From an optimization exercise on the open Yosys and OpenROAD flow, aimed at small area, a short achievable clock period and few clock cycles per item; shortcuts taken in it are not production practice.
At most, simulation tests tie the RTL to the original design; equivalence was not proved.

v6:
==> flow/design.v <==
module givens8_cordic
(
	input						clk,
	input						rst_n,
	input						start,
	input		[2:0]			index,
	input		[383:0]		data_in,
	output	[383:0]		data_out,
	output					done
);
	reg		[383:0]		r;			 
	reg		[2:0]			idx;
	reg						busy;
	reg						done_r;
	reg						pre;		 
	reg						scl;		 
	reg		[4:0]			cnt;
	reg		[3:0]			k;
	reg						s;			 
	wire go = start & ~busy;
	assign done = done_r;
	assign data_out = r;
	wire [7:0] imsb;
	genvar i;
	generate for (i = 0; i < 8; i = i + 1) begin : g_msb
		assign imsb[i] = data_in[192 + 24*i + 23];
	end endgenerate
	wire sgn = s;
	wire [383:0] lane;
	generate for (i = 0; i < 8; i = i + 1) begin : g_lane
		wire signed [23:0] xv = r[24*i +: 24];
		wire signed [23:0] yv = r[192 + 24*i +: 24];
		wire [23:0] ax = pre ? 24'd0 : xv;
		wire [23:0] ay = pre ? 24'd0 : yv;
		wire [23:0] ysh = yv >>> k;
		wire [23:0] xsh = xv >>> k;
		wire [24:0] sx = {ax, 1'b1} + {ysh ^ {24{sgn}}, sgn};
		wire [24:0] sy = {ay, 1'b1} + {xsh ^ {24{~sgn}}, ~sgn};
		assign lane[24*i +: 24]       = sx[24:1];
		assign lane[192 + 24*i +: 24] = sy[24:1];
	end endgenerate
	wire [7:0] lmsb;
	generate for (i = 0; i < 8; i = i + 1) begin : g_lmsb
		assign lmsb[i] = lane[192 + 24*i + 23];
	end endgenerate
	wire [383:0] ring;
	generate for (i = 0; i < 4; i = i + 1) begin : g_ring
		wire [23:0] e0 = r[24*(2*i)       +: 24];
		wire [23:0] e1 = r[192 + 24*(2*i) +: 24];
		wire [23:0] e2 = r[24*(2*i+1)     +: 24];
		wire signed [23:0] e3 = r[192 + 24*(2*i+1) +: 24];
		wire [23:0] m = (e3>>>1)+(e3>>>4)+(e3>>>5)+(e3>>>7)+(e3>>>8)+(e3>>>10)+(e3>>>11)+(e3>>>12)
			+(e3>>>14)+(e3>>>17)+(e3>>>18)+(e3>>>19)+(e3>>>21)+(e3>>>22)+(e3>>>24)+(e3>>>25);
		assign ring[24*(2*i)       +: 24] = m;
		assign ring[192 + 24*(2*i) +: 24] = e0;
		assign ring[24*(2*i+1)     +: 24] = e1;
		assign ring[192 + 24*(2*i+1) +: 24] = e2;
	end endgenerate
	always @(posedge clk) begin
		if (go) begin
			r   <= data_in;
			idx <= index;
		end
		else if (busy) begin
			r <= scl ? ring : lane;
		end
	end
	always @(posedge clk or negedge rst_n) begin
		if (!rst_n) begin
			busy   <= 1'b0;
			done_r <= 1'b0;
			pre    <= 1'b0;
			scl    <= 1'b0;
			cnt    <= 5'd0;
			k      <= 4'd0;
			s      <= 1'b0;
		end
		else if (go) begin
			busy   <= 1'b1;
			done_r <= 1'b0;
			pre    <= 1'b1;
			scl    <= 1'b0;
			cnt    <= 5'd0;
			k      <= 4'd0;
			s      <= imsb[index];
		end
		else if (busy) begin
			cnt <= cnt + 5'd1;
			pre <= 1'b0;
			s   <= lmsb[idx];
			if (!pre) k <= k + 4'd1;
			if (cnt == 5'd16) scl <= 1'b1;
			if (cnt == 5'd20) begin
				busy   <= 1'b0;
				done_r <= 1'b1;
				scl    <= 1'b0;
			end
		end
	end
endmodule
export LEC_CHECK = 0
export CAP_MARGIN = 20
export CORE_MARGIN = 2
export CORE_UTILIZATION = 40
export SLEW_MARGIN = 20
create_clock -name core_clock -period 20.0 [get_ports {clk}]
run.sh (not shown) runs the stock make flow with config.mk's settings and CLKGATE_MAP_FILE= SYNTH_SCRIPT=/design/flow/synth_recipe.tcl, a recipe that flattens the netlist after the stock synthesis.
The final layout from v6, which completed every stage, passed the timing, DRC and antenna checks at the end of the flow.
Changes in v7 relative to v6:
diff --git a/flow/design.v b/flow/design.v
--- a/flow/design.v
+++ b/flow/design.v
@@ -21,10 +21,10 @@
 	assign done = done_r;
 	assign data_out = r;
-	wire [7:0] imsb;
+	wire [7:0] ymsb;
 	genvar i;
 	generate for (i = 0; i < 8; i = i + 1) begin : g_msb
-		assign imsb[i] = data_in[192 + 24*i + 23];
+		assign ymsb[i] = r[192 + 24*i + 23];
 	end endgenerate
-	wire sgn = s;
+	wire sgn = pre ? ymsb[idx] : s;
 	wire [383:0] lane;
 	generate for (i = 0; i < 8; i = i + 1) begin : g_lane
@@ -83,5 +83,4 @@
 			cnt    <= 5'd0;
 			k      <= 4'd0;
-			s      <= imsb[index];
 		end
 		else if (busy) begin
--- outcome ---
Comparing v6 with v7, the portion of the layout cell area used by non-clock buffers came out essentially unchanged. On v7: number of non-clock inverters in the layout is 2.8% lower than what v6 gave. From v6 to v7 the numbers moved as follows: utilization roughly the same, first-pass iteration count of the detailed router shows a reduction of 2, share of the final layout cell area in sequential cells lower, part of the cycle the worst path needs comparable. Share of cell area taken by multi-input logic gates (higher): v7. Cells: v7 has more instances than v6. v7 against v6; area taken by multi-input logic gates is up by a few percent.
No run of this note included a check of the RTL's function; only the layout flow was run.


## rev 12
Another version of the RTL of givens8_cordic (not shown whole).
Size in the first run: about 490 flip-flops, roughly 780 I/O pins, roughly 81000 sq um of cells after synthesis.
==> module givens8_cordic, before the edit <==
module givens8_cordic
(
	input						clk,
	input						rst_n,
	input						start,
	input		[2:0]			index,
	input		[383:0]		data_in,
	output	[383:0]		data_out,
	output					done
);
	localparam [3:0] K_LAST = 4'd3;	 
	reg		[383:0]		r;			 
	reg		[2:0]			idx;
	reg						done_r;
	reg		[3:0]			ka  [0:7];	 
	reg		[3:0]			kb  [0:7];	 
	reg		[7:0]			busy;		 
	reg		[7:0]			pre;		 
	reg		[7:0]			rot;		 
	reg		[7:0]			scl;		 
	reg		[7:0]			s;			 
	assign done = done_r;
	assign data_out = r;
	genvar i;
	wire [7:0] imsb;
	generate for (i = 0; i < 8; i = i + 1) begin : g_msb
		assign imsb[i] = data_in[192 + 24*i + 23];
	end endgenerate
	wire [383:0] lane;
	generate for (i = 0; i < 8; i = i + 1) begin : g_lane
		wire sgn = s[i];
		wire [3:0] kya = ka[i];
		wire [3:0] kxb = kb[i];
		wire signed [23:0] xv = r[24*i +: 24];
		wire signed [23:0] yv = r[192 + 24*i +: 24];
		wire [23:0] ax = pre[i] ? 24'd0 : xv;
		wire [23:0] ay = pre[i] ? 24'd0 : yv;
		wire [23:0] ysh = yv >>> kya;
		wire [23:0] xsh = xv >>> kxb;
		wire [24:0] sx = {ax, 1'b1} + {ysh ^ {24{sgn}}, sgn};
		wire [24:0] sy = {ay, 1'b1} + {xsh ^ {24{~sgn}}, ~sgn};
		assign lane[24*i +: 24]       = sx[24:1];
		assign lane[192 + 24*i +: 24] = sy[24:1];
	end endgenerate
	wire [7:0] lmsb;
	generate for (i = 0; i < 8; i = i + 1) begin : g_lmsb
		assign lmsb[i] = lane[192 + 24*i + 23];
	end endgenerate
	wire snext = lmsb[idx];
	wire [383:0] ring;
	generate for (i = 0; i < 4; i = i + 1) begin : g_ring
		wire [23:0] e0 = r[24*(2*i)       +: 24];
		wire [23:0] e1 = r[192 + 24*(2*i) +: 24];
		wire [23:0] e2 = r[24*(2*i+1)     +: 24];
		wire signed [23:0] e3 = r[192 + 24*(2*i+1) +: 24];
		wire [23:0] m = (e3>>>1)+(e3>>>4)+(e3>>>5)+(e3>>>7)+(e3>>>8)+(e3>>>10)+(e3>>>11)+(e3>>>12)
			+(e3>>>14)+(e3>>>17)+(e3>>>18)+(e3>>>19)+(e3>>>21)+(e3>>>22)+(e3>>>24)+(e3>>>25);
		assign ring[24*(2*i)       +: 24] = m;
		assign ring[192 + 24*(2*i) +: 24] = e0;
		assign ring[24*(2*i+1)     +: 24] = e1;
		assign ring[192 + 24*(2*i+1) +: 24] = e2;
	end endgenerate
	generate for (i = 0; i < 8; i = i + 1) begin : g_pair
		wire go = start & ~busy[i];
		always @(posedge clk) begin
			if (busy[i] | start) begin
				r[24*i +: 24]       <= rot[i] ? lane[24*i +: 24] :
				                       scl[i] ? ring[24*i +: 24] : data_in[24*i +: 24];
				r[192 + 24*i +: 24] <= rot[i] ? lane[192 + 24*i +: 24] :
				                       scl[i] ? ring[192 + 24*i +: 24] : data_in[192 + 24*i +: 24];
			end
		end
		always @(posedge clk or negedge rst_n) begin
			if (!rst_n) begin
				busy[i] <= 1'b0;
				pre[i]  <= 1'b0;
				rot[i]  <= 1'b0;
				scl[i]  <= 1'b0;
				ka[i]   <= 4'd0;
				kb[i]   <= 4'd0;
				s[i]    <= 1'b0;
			end
			else if (go) begin
				busy[i] <= 1'b1;
				pre[i]  <= 1'b1;
				rot[i]  <= 1'b1;
				scl[i]  <= 1'b0;
				ka[i]   <= 4'd0;
				kb[i]   <= 4'd0;
				s[i]    <= imsb[index];
			end
			else if (busy[i]) begin
				pre[i] <= 1'b0;
				s[i]   <= snext;
				if (!pre[i]) begin
					ka[i] <= ka[i] + 4'd1;
					kb[i] <= kb[i] + 4'd1;
				end
				if (rot[i] && !pre[i] && ka[i] == 4'd15) begin
					rot[i] <= 1'b0;
					scl[i] <= 1'b1;
				end
				if (scl[i] && ka[i] == K_LAST) begin
					busy[i] <= 1'b0;
					scl[i]  <= 1'b0;
				end
			end
		end
	end endgenerate
	always @(posedge clk) begin
		if (start & ~busy[0]) idx <= index;
	end
	always @(posedge clk or negedge rst_n) begin
		if (!rst_n)
			done_r <= 1'b0;
		else if (start & ~busy[0])
			done_r <= 1'b0;
		else if (scl[0] && ka[0] == K_LAST)
			done_r <= 1'b1;
	end
endmodule
==> flow/config.mk <==
export PLATFORM = sky130hd
export DESIGN_NAME = givens8_cordic
export DESIGN_NICKNAME = givens8_cordic
export VERILOG_FILES = /design/flow/design.v
export SDC_FILE = /design/flow/constraint.sdc
export NUM_CORES = 4
export LEC_CHECK = 0
export CAP_MARGIN = 20
export CORE_MARGIN = 2
export CORE_UTILIZATION = 40
export SLEW_MARGIN = 20
==> flow/constraint.sdc <==
create_clock -name core_clock -period 20.0 [get_ports {clk}]
set_input_delay 4.0000 -clock core_clock [delete_from_list [all_inputs] [get_ports {clk}]]
set_output_delay 4.0000 -clock core_clock [all_outputs]
set_load 0.01 [all_outputs]
standard.sh (not shown) runs the stock make flow with config.mk's settings and CLKGATE_MAP_FILE= SYNTH_SCRIPT=/design/flow/synth_recipe.tcl, a recipe that flattens the netlist after the stock synthesis.
==> flow/flow/run.sh <==
#!/bin/bash
# Standard synthesis (standard.sh synth, unchanged) and the standard ORFS
# layout, with changes only to the cells the layout steps may insert:
# - port buffers are buf_2 (buffer_ports -buffer_cell) instead of the
#   default delay buffer;
# - each layout step marks the delay buffers clkdlybuf4s* don't-use, so the
#   resizer's buffers are ordinary buffers.
set -euo pipefail
bash standard.sh synth > synth.log 2>&1
export BUFFER_PORTS_ARGS="-buffer_cell sky130_fd_sc_hd__buf_2"
H="$PWD/flow/dont_use.tcl"
for step in FLOORPLAN GLOBAL_PLACE RESIZE DETAIL_PLACE REPAIR_TIMING_POST_PLACE CTS GLOBAL_ROUTE DETAIL_ROUTE; do
  export PRE_${step}_TCL="$H"
done
bash standard.sh finish > layout.log 2>&1
==> flow/flow/dont_use.tcl <==
# Sourced at the start of each layout step: keep the resizer from picking the
# slow delay buffers (clkdlybuf4s*) for the buffers it inserts.
set_dont_use [get_lib_cells sky130_fd_sc_hd__clkdlybuf4s*]
Setup changes, rev 12 to rev 13
--- a/flow/design.v
+++ b/flow/design.v
@@ -9,13 +9,13 @@
 	output					done
 );
-	localparam [3:0] K_LAST = 4'd3;	 
+	localparam [4:0] C_ROT  = 5'd16;	 
+	localparam [4:0] C_LAST = 5'd20;	 
 	reg		[383:0]		r;			 
 	reg		[2:0]			idx;
 	reg						done_r;
-	reg		[3:0]			ka  [0:7];	 
-	reg		[3:0]			kb  [0:7];	 
+	reg		[4:0]			c   [0:7];	 
+	reg		[3:0]			k   [0:7];	 
 	reg		[7:0]			busy;		 
 	reg		[7:0]			pre;		 
-	reg		[7:0]			rot;		 
 	reg		[7:0]			scl;		 
 	reg		[7:0]			s;			 
@@ -30,12 +30,11 @@
 	generate for (i = 0; i < 8; i = i + 1) begin : g_lane
 		wire sgn = s[i];
-		wire [3:0] kya = ka[i];
-		wire [3:0] kxb = kb[i];
+		wire [3:0] kk = k[i];
 		wire signed [23:0] xv = r[24*i +: 24];
 		wire signed [23:0] yv = r[192 + 24*i +: 24];
 		wire [23:0] ax = pre[i] ? 24'd0 : xv;
 		wire [23:0] ay = pre[i] ? 24'd0 : yv;
-		wire [23:0] ysh = yv >>> kya;
-		wire [23:0] xsh = xv >>> kxb;
+		wire [23:0] ysh = yv >>> kk;
+		wire [23:0] xsh = xv >>> kk;
 		wire [24:0] sx = {ax, 1'b1} + {ysh ^ {24{sgn}}, sgn};
 		wire [24:0] sy = {ay, 1'b1} + {xsh ^ {24{~sgn}}, ~sgn};
@@ -64,9 +63,11 @@
 		wire go = start & ~busy[i];
 		always @(posedge clk) begin
-			if (busy[i] | start) begin
-				r[24*i +: 24]       <= rot[i] ? lane[24*i +: 24] :
-				                       scl[i] ? ring[24*i +: 24] : data_in[24*i +: 24];
-				r[192 + 24*i +: 24] <= rot[i] ? lane[192 + 24*i +: 24] :
-				                       scl[i] ? ring[192 + 24*i +: 24] : data_in[192 + 24*i +: 24];
+			if (busy[i]) begin
+				r[24*i +: 24]       <= scl[i] ? ring[24*i +: 24]       : lane[24*i +: 24];
+				r[192 + 24*i +: 24] <= scl[i] ? ring[192 + 24*i +: 24] : lane[192 + 24*i +: 24];
+			end
+			else if (start) begin
+				r[24*i +: 24]       <= data_in[24*i +: 24];
+				r[192 + 24*i +: 24] <= data_in[192 + 24*i +: 24];
 			end
 		end
@@ -75,8 +76,7 @@
 				busy[i] <= 1'b0;
 				pre[i]  <= 1'b0;
-				rot[i]  <= 1'b0;
 				scl[i]  <= 1'b0;
-				ka[i]   <= 4'd0;
-				kb[i]   <= 4'd0;
+				c[i]    <= 5'd0;
+				k[i]    <= 4'd0;
 				s[i]    <= 1'b0;
 			end
@@ -84,22 +84,16 @@
 				busy[i] <= 1'b1;
 				pre[i]  <= 1'b1;
-				rot[i]  <= 1'b1;
 				scl[i]  <= 1'b0;
-				ka[i]   <= 4'd0;
-				kb[i]   <= 4'd0;
+				c[i]    <= 5'd0;
+				k[i]    <= 4'd0;
 				s[i]    <= imsb[index];
 			end
 			else if (busy[i]) begin
 				pre[i] <= 1'b0;
+				c[i]   <= c[i] + 5'd1;
+				if (!pre[i]) k[i] <= k[i] + 4'd1;
 				s[i]   <= snext;
-				if (!pre[i]) begin
-					ka[i] <= ka[i] + 4'd1;
-					kb[i] <= kb[i] + 4'd1;
-				end
-				if (rot[i] && !pre[i] && ka[i] == 4'd15) begin
-					rot[i] <= 1'b0;
-					scl[i] <= 1'b1;
-				end
-				if (scl[i] && ka[i] == K_LAST) begin
+				if (c[i] == C_ROT) scl[i] <= 1'b1;
+				if (c[i] == C_LAST) begin
 					busy[i] <= 1'b0;
 					scl[i]  <= 1'b0;
@@ -116,5 +110,5 @@
 		else if (start & ~busy[0])
 			done_r <= 1'b0;
-		else if (scl[0] && ka[0] == K_LAST)
+		else if (busy[0] && c[0] == C_LAST)
 			done_r <= 1'b1;
 	end
Notes after the runs:
- Summary — critical path depth, rev 13 relative to rev 12: higher, by 4.5%.
- Smallest hold slack, rev 12 and rev 13: larger value in rev 12
- Mean instance size in the synthesized netlist came out lower on rev 13 than on rev 12.
- Routed wire length on met2 on rev 13 is up relative to rev 12.
- Rev 13 vs rev 12 — fmax climbed by a few percent
Testbench counts of rev 13, summed over its fixed seeds: cycles 70,408, items 3,200.
No functional check of the RTL was part of rev 12.


Another version of the RTL of givens8_cordic (not shown whole).
Size in the first run: ~780 I/O pins.
==> module givens8_cordic, before the edit <==
module givens8_cordic
(
	input						clk,
	input						rst_n,
	input						start,
	input		[2:0]			index,
	input		[383:0]		data_in,
	output	[383:0]		data_out,
	output					done
);
	localparam [3:0] K_LAST = 4'd4;	 
	reg		[383:0]		r;			 
	reg		[7:0]			ysn;		 
	reg		[2:0]			idx [0:1];	 
	reg						done_r;
	reg		[3:0]			ka  [0:1];	 
	reg		[1:0]			busy;		 
	reg		[1:0]			pre;		 
	reg		[1:0]			rot;		 
	reg		[1:0]			scl;		 
	assign done = done_r;
	assign data_out = r;
	genvar i;
	wire [7:0] ymsb = ~ysn;
	wire [383:0] lane;
	generate for (i = 0; i < 8; i = i + 1) begin : g_lane
		wire [2:0] pi = idx[i/4];
		wire sgn = ymsb[pi];
		wire [3:0] kya = ka[i/4];
		wire signed [23:0] xv = r[24*i +: 24];
		wire signed [23:0] yv = r[192 + 24*i +: 24];
		wire [23:0] ax = pre[i/4] ? 24'd0 : xv;
		wire [23:0] ay = pre[i/4] ? 24'd0 : yv;
		wire [23:0] ysh = yv >>> kya;
		wire [23:0] xsh = xv >>> kya;
		add24 u_ax (.a(ax), .b(ysh ^ {24{sgn}}),  .ci(sgn),  .s(lane[24*i +: 24]));
		add24 u_ay (.a(ay), .b(xsh ^ {24{~sgn}}), .ci(~sgn), .s(lane[192 + 24*i +: 24]));
	end endgenerate
	wire [383:0] ring;
	generate for (i = 0; i < 4; i = i + 1) begin : g_ring
		wire [23:0] e0 = r[24*(2*i)       +: 24];
		wire [23:0] e1 = r[192 + 24*(2*i) +: 24];
		wire [23:0] e2 = r[24*(2*i+1)     +: 24];
		wire [23:0] e3 = r[192 + 24*(2*i+1) +: 24];
		wire [23:0] ps, pc;
		reg  [23:0] qs, qc;
		mulk_csa u_csa (.v(e3), .s(ps), .c(pc));
		always @(posedge clk) begin
			qs <= ps;
			qc <= pc;
		end
		add24 u_cpa (.a(qs), .b(qc), .ci(1'b0), .s(ring[24*(2*i) +: 24]));
		assign ring[192 + 24*(2*i) +: 24] = e0;
		assign ring[24*(2*i+1)     +: 24] = e1;
		assign ring[192 + 24*(2*i+1) +: 24] = e2;
	end endgenerate
	generate for (i = 0; i < 8; i = i + 1) begin : g_pair
		wire [23:0] xd = rot[i/4] ? lane[24*i +: 24] :
		                 scl[i/4] ? ring[24*i +: 24] : data_in[24*i +: 24];
		wire [23:0] yd = rot[i/4] ? lane[192 + 24*i +: 24] :
		                 scl[i/4] ? ring[192 + 24*i +: 24] : data_in[192 + 24*i +: 24];
		always @(posedge clk) begin
			if (busy[i/4] | start) begin
				r[24*i +: 24]       <= xd;
				r[192 + 24*i +: 24] <= yd;
				ysn[i]              <= ~yd[23];
			end
		end
	end endgenerate
	generate for (i = 0; i < 2; i = i + 1) begin : g_seq
		wire go = start & ~busy[i];
		always @(posedge clk or negedge rst_n) begin
			if (!rst_n) begin
				busy[i] <= 1'b0;
				pre[i]  <= 1'b0;
				rot[i]  <= 1'b0;
				scl[i]  <= 1'b0;
				ka[i]   <= 4'd0;
				idx[i]  <= 3'd0;
			end
			else if (go) begin
				busy[i] <= 1'b1;
				pre[i]  <= 1'b1;
				rot[i]  <= 1'b1;
				scl[i]  <= 1'b0;
				ka[i]   <= 4'd0;
				idx[i]  <= index;
			end
			else if (busy[i]) begin
				pre[i] <= 1'b0;
				if (!pre[i]) begin
					ka[i] <= ka[i] + 4'd1;
				end
				if (rot[i] && !pre[i] && ka[i] == 4'd15) begin
					rot[i] <= 1'b0;
					scl[i] <= 1'b1;
				end
				if (scl[i] && ka[i] == K_LAST) begin
					busy[i] <= 1'b0;
					scl[i]  <= 1'b0;
				end
			end
		end
	end endgenerate
	always @(posedge clk or negedge rst_n) begin
		if (!rst_n)
			done_r <= 1'b0;
		else if (start & ~busy[0])
			done_r <= 1'b0;
		else if (scl[0] && ka[0] == K_LAST)
			done_r <= 1'b1;
	end
endmodule
export LEC_CHECK = 0
export CAP_MARGIN = 20
export CORE_MARGIN = 2
export CORE_UTILIZATION = 40
export CTS_BUF_LIST = sky130_fd_sc_hd__clkbuf_8 sky130_fd_sc_hd__clkbuf_16
export CTS_CLUSTER_DIAMETER = 100
export CTS_CLUSTER_SIZE = 20
export SLEW_MARGIN = 65
create_clock -name core_clock -period 20.0 [get_ports {clk}]
Scripts as last shown in full above: flow/flow/run.sh, flow/flow/dont_use.tcl
The baseline passed the timing, DRC and antenna checks.
==> next run, changes <==
--- a/flow/design.v
+++ b/flow/design.v
@@ -447,11 +447,12 @@
 	reg		[383:0]		r;			 
 	reg		[7:0]			ysn;		 
-	reg		[2:0]			idx [0:1];	 
+	reg		[2:0]			idx [0:7];	 
 	reg						done_r;
-	reg		[3:0]			ka  [0:1];	 
-	reg		[1:0]			busy;		 
-	reg		[1:0]			pre;		 
-	reg		[1:0]			rot;		 
-	reg		[1:0]			scl;		 
+	reg		[3:0]			ka  [0:7];	 
+	reg		[3:0]			kb  [0:7];	 
+	reg		[7:0]			busy;		 
+	reg		[7:0]			pre;		 
+	reg		[7:0]			rot;		 
+	reg		[7:0]			scl;		 
 	assign done = done_r;
 	assign data_out = r;
@@ -460,13 +461,14 @@
 	wire [383:0] lane;
 	generate for (i = 0; i < 8; i = i + 1) begin : g_lane
-		wire [2:0] pi = idx[i/4];
+		wire [2:0] pi = idx[i];
 		wire sgn = ymsb[pi];
-		wire [3:0] kya = ka[i/4];
+		wire [3:0] kya = ka[i];
+		wire [3:0] kxb = kb[i];
 		wire signed [23:0] xv = r[24*i +: 24];
 		wire signed [23:0] yv = r[192 + 24*i +: 24];
-		wire [23:0] ax = pre[i/4] ? 24'd0 : xv;
-		wire [23:0] ay = pre[i/4] ? 24'd0 : yv;
+		wire [23:0] ax = pre[i] ? 24'd0 : xv;
+		wire [23:0] ay = pre[i] ? 24'd0 : yv;
 		wire [23:0] ysh = yv >>> kya;
-		wire [23:0] xsh = xv >>> kya;
+		wire [23:0] xsh = xv >>> kxb;
 		add24 u_ax (.a(ax), .b(ysh ^ {24{sgn}}),  .ci(sgn),  .s(lane[24*i +: 24]));
 		add24 u_ay (.a(ay), .b(xsh ^ {24{~sgn}}), .ci(~sgn), .s(lane[192 + 24*i +: 24]));
@@ -491,10 +493,11 @@
 	end endgenerate
 	generate for (i = 0; i < 8; i = i + 1) begin : g_pair
-		wire [23:0] xd = rot[i/4] ? lane[24*i +: 24] :
-		                 scl[i/4] ? ring[24*i +: 24] : data_in[24*i +: 24];
-		wire [23:0] yd = rot[i/4] ? lane[192 + 24*i +: 24] :
-		                 scl[i/4] ? ring[192 + 24*i +: 24] : data_in[192 + 24*i +: 24];
+		wire go = start & ~busy[i];
+		wire [23:0] xd = rot[i] ? lane[24*i +: 24] :
+		                 scl[i] ? ring[24*i +: 24] : data_in[24*i +: 24];
+		wire [23:0] yd = rot[i] ? lane[192 + 24*i +: 24] :
+		                 scl[i] ? ring[192 + 24*i +: 24] : data_in[192 + 24*i +: 24];
 		always @(posedge clk) begin
-			if (busy[i/4] | start) begin
+			if (busy[i] | start) begin
 				r[24*i +: 24]       <= xd;
 				r[192 + 24*i +: 24] <= yd;
@@ -502,7 +505,4 @@
 			end
 		end
-	end endgenerate
-	generate for (i = 0; i < 2; i = i + 1) begin : g_seq
-		wire go = start & ~busy[i];
 		always @(posedge clk or negedge rst_n) begin
 			if (!rst_n) begin
@@ -512,4 +512,5 @@
 				scl[i]  <= 1'b0;
 				ka[i]   <= 4'd0;
+				kb[i]   <= 4'd0;
 				idx[i]  <= 3'd0;
 			end
@@ -520,4 +521,5 @@
 				scl[i]  <= 1'b0;
 				ka[i]   <= 4'd0;
+				kb[i]   <= 4'd0;
 				idx[i]  <= index;
 			end
@@ -526,4 +528,5 @@
 				if (!pre[i]) begin
 					ka[i] <= ka[i] + 4'd1;
+					kb[i] <= kb[i] + 4'd1;
 				end
 				if (rot[i] && !pre[i] && ka[i] == 4'd15) begin
Result: The new run went through all stages and came out clean; setup slack improves by 0.090 ns; sequential share of layout area grows by 2.1 points; routed wire length is lower by a few percent; global-route usage drops by 2.3 points; non-clock buffer count drops by 60.
Function was not checked in any run of this note: the RTL went through the layout flow alone.

separate check: timing with driven ports:
How much do the figures lean on ideal ports? The routed layouts below were timed once more, with nothing changed but the port constraints.
Step 1, drivers: a clkbuf_16 drives clk and a buf_2 each remaining input, both assumed.
Step 2 moves the port delays by t, midway between the first and last clock arrival at a register: inputs arrive t later, outputs are due t later. That takes back most of the time a late clock gives input paths.
Slacks: no drivers / after step 1 / after step 2; pairs: no drivers / after step 1.
run	shift t [ns]	setup WS [ns]	worst hold slack (ns)	worst setup path at the end	worst data-port slew with drivers (ns)
v6	0.817	12.137 / 12.137 / 12.101	0.567 / 0.567 / 0.567	input to register	0.24
v7	0.838	12.110 / 12.110 / 11.554	0.579 / 0.579 / 0.579	input to register	0.20
rev 12	0.796	12.379 / 12.379 / 12.379	0.506 / 0.506 / 0.506	register to register	0.26
rev 13	0.803	12.775 / 12.775 / 12.775	0.498 / 0.498 / 0.498	register to register	0.29
the first run of note 3	0.817	13.953 / 13.883 / 13.953	0.452 / 0.452 / 0.452	register to register	0.22
the second run of note 3	0.826	14.043 / 13.961 / 13.580	0.518 / 0.518 / 0.518	input to register	0.26
After both steps every run listed still meets setup and hold. For v7, which loses most, drivers alone change the setup slack by 0.000 ns; drivers and shift together by -0.556 ns.
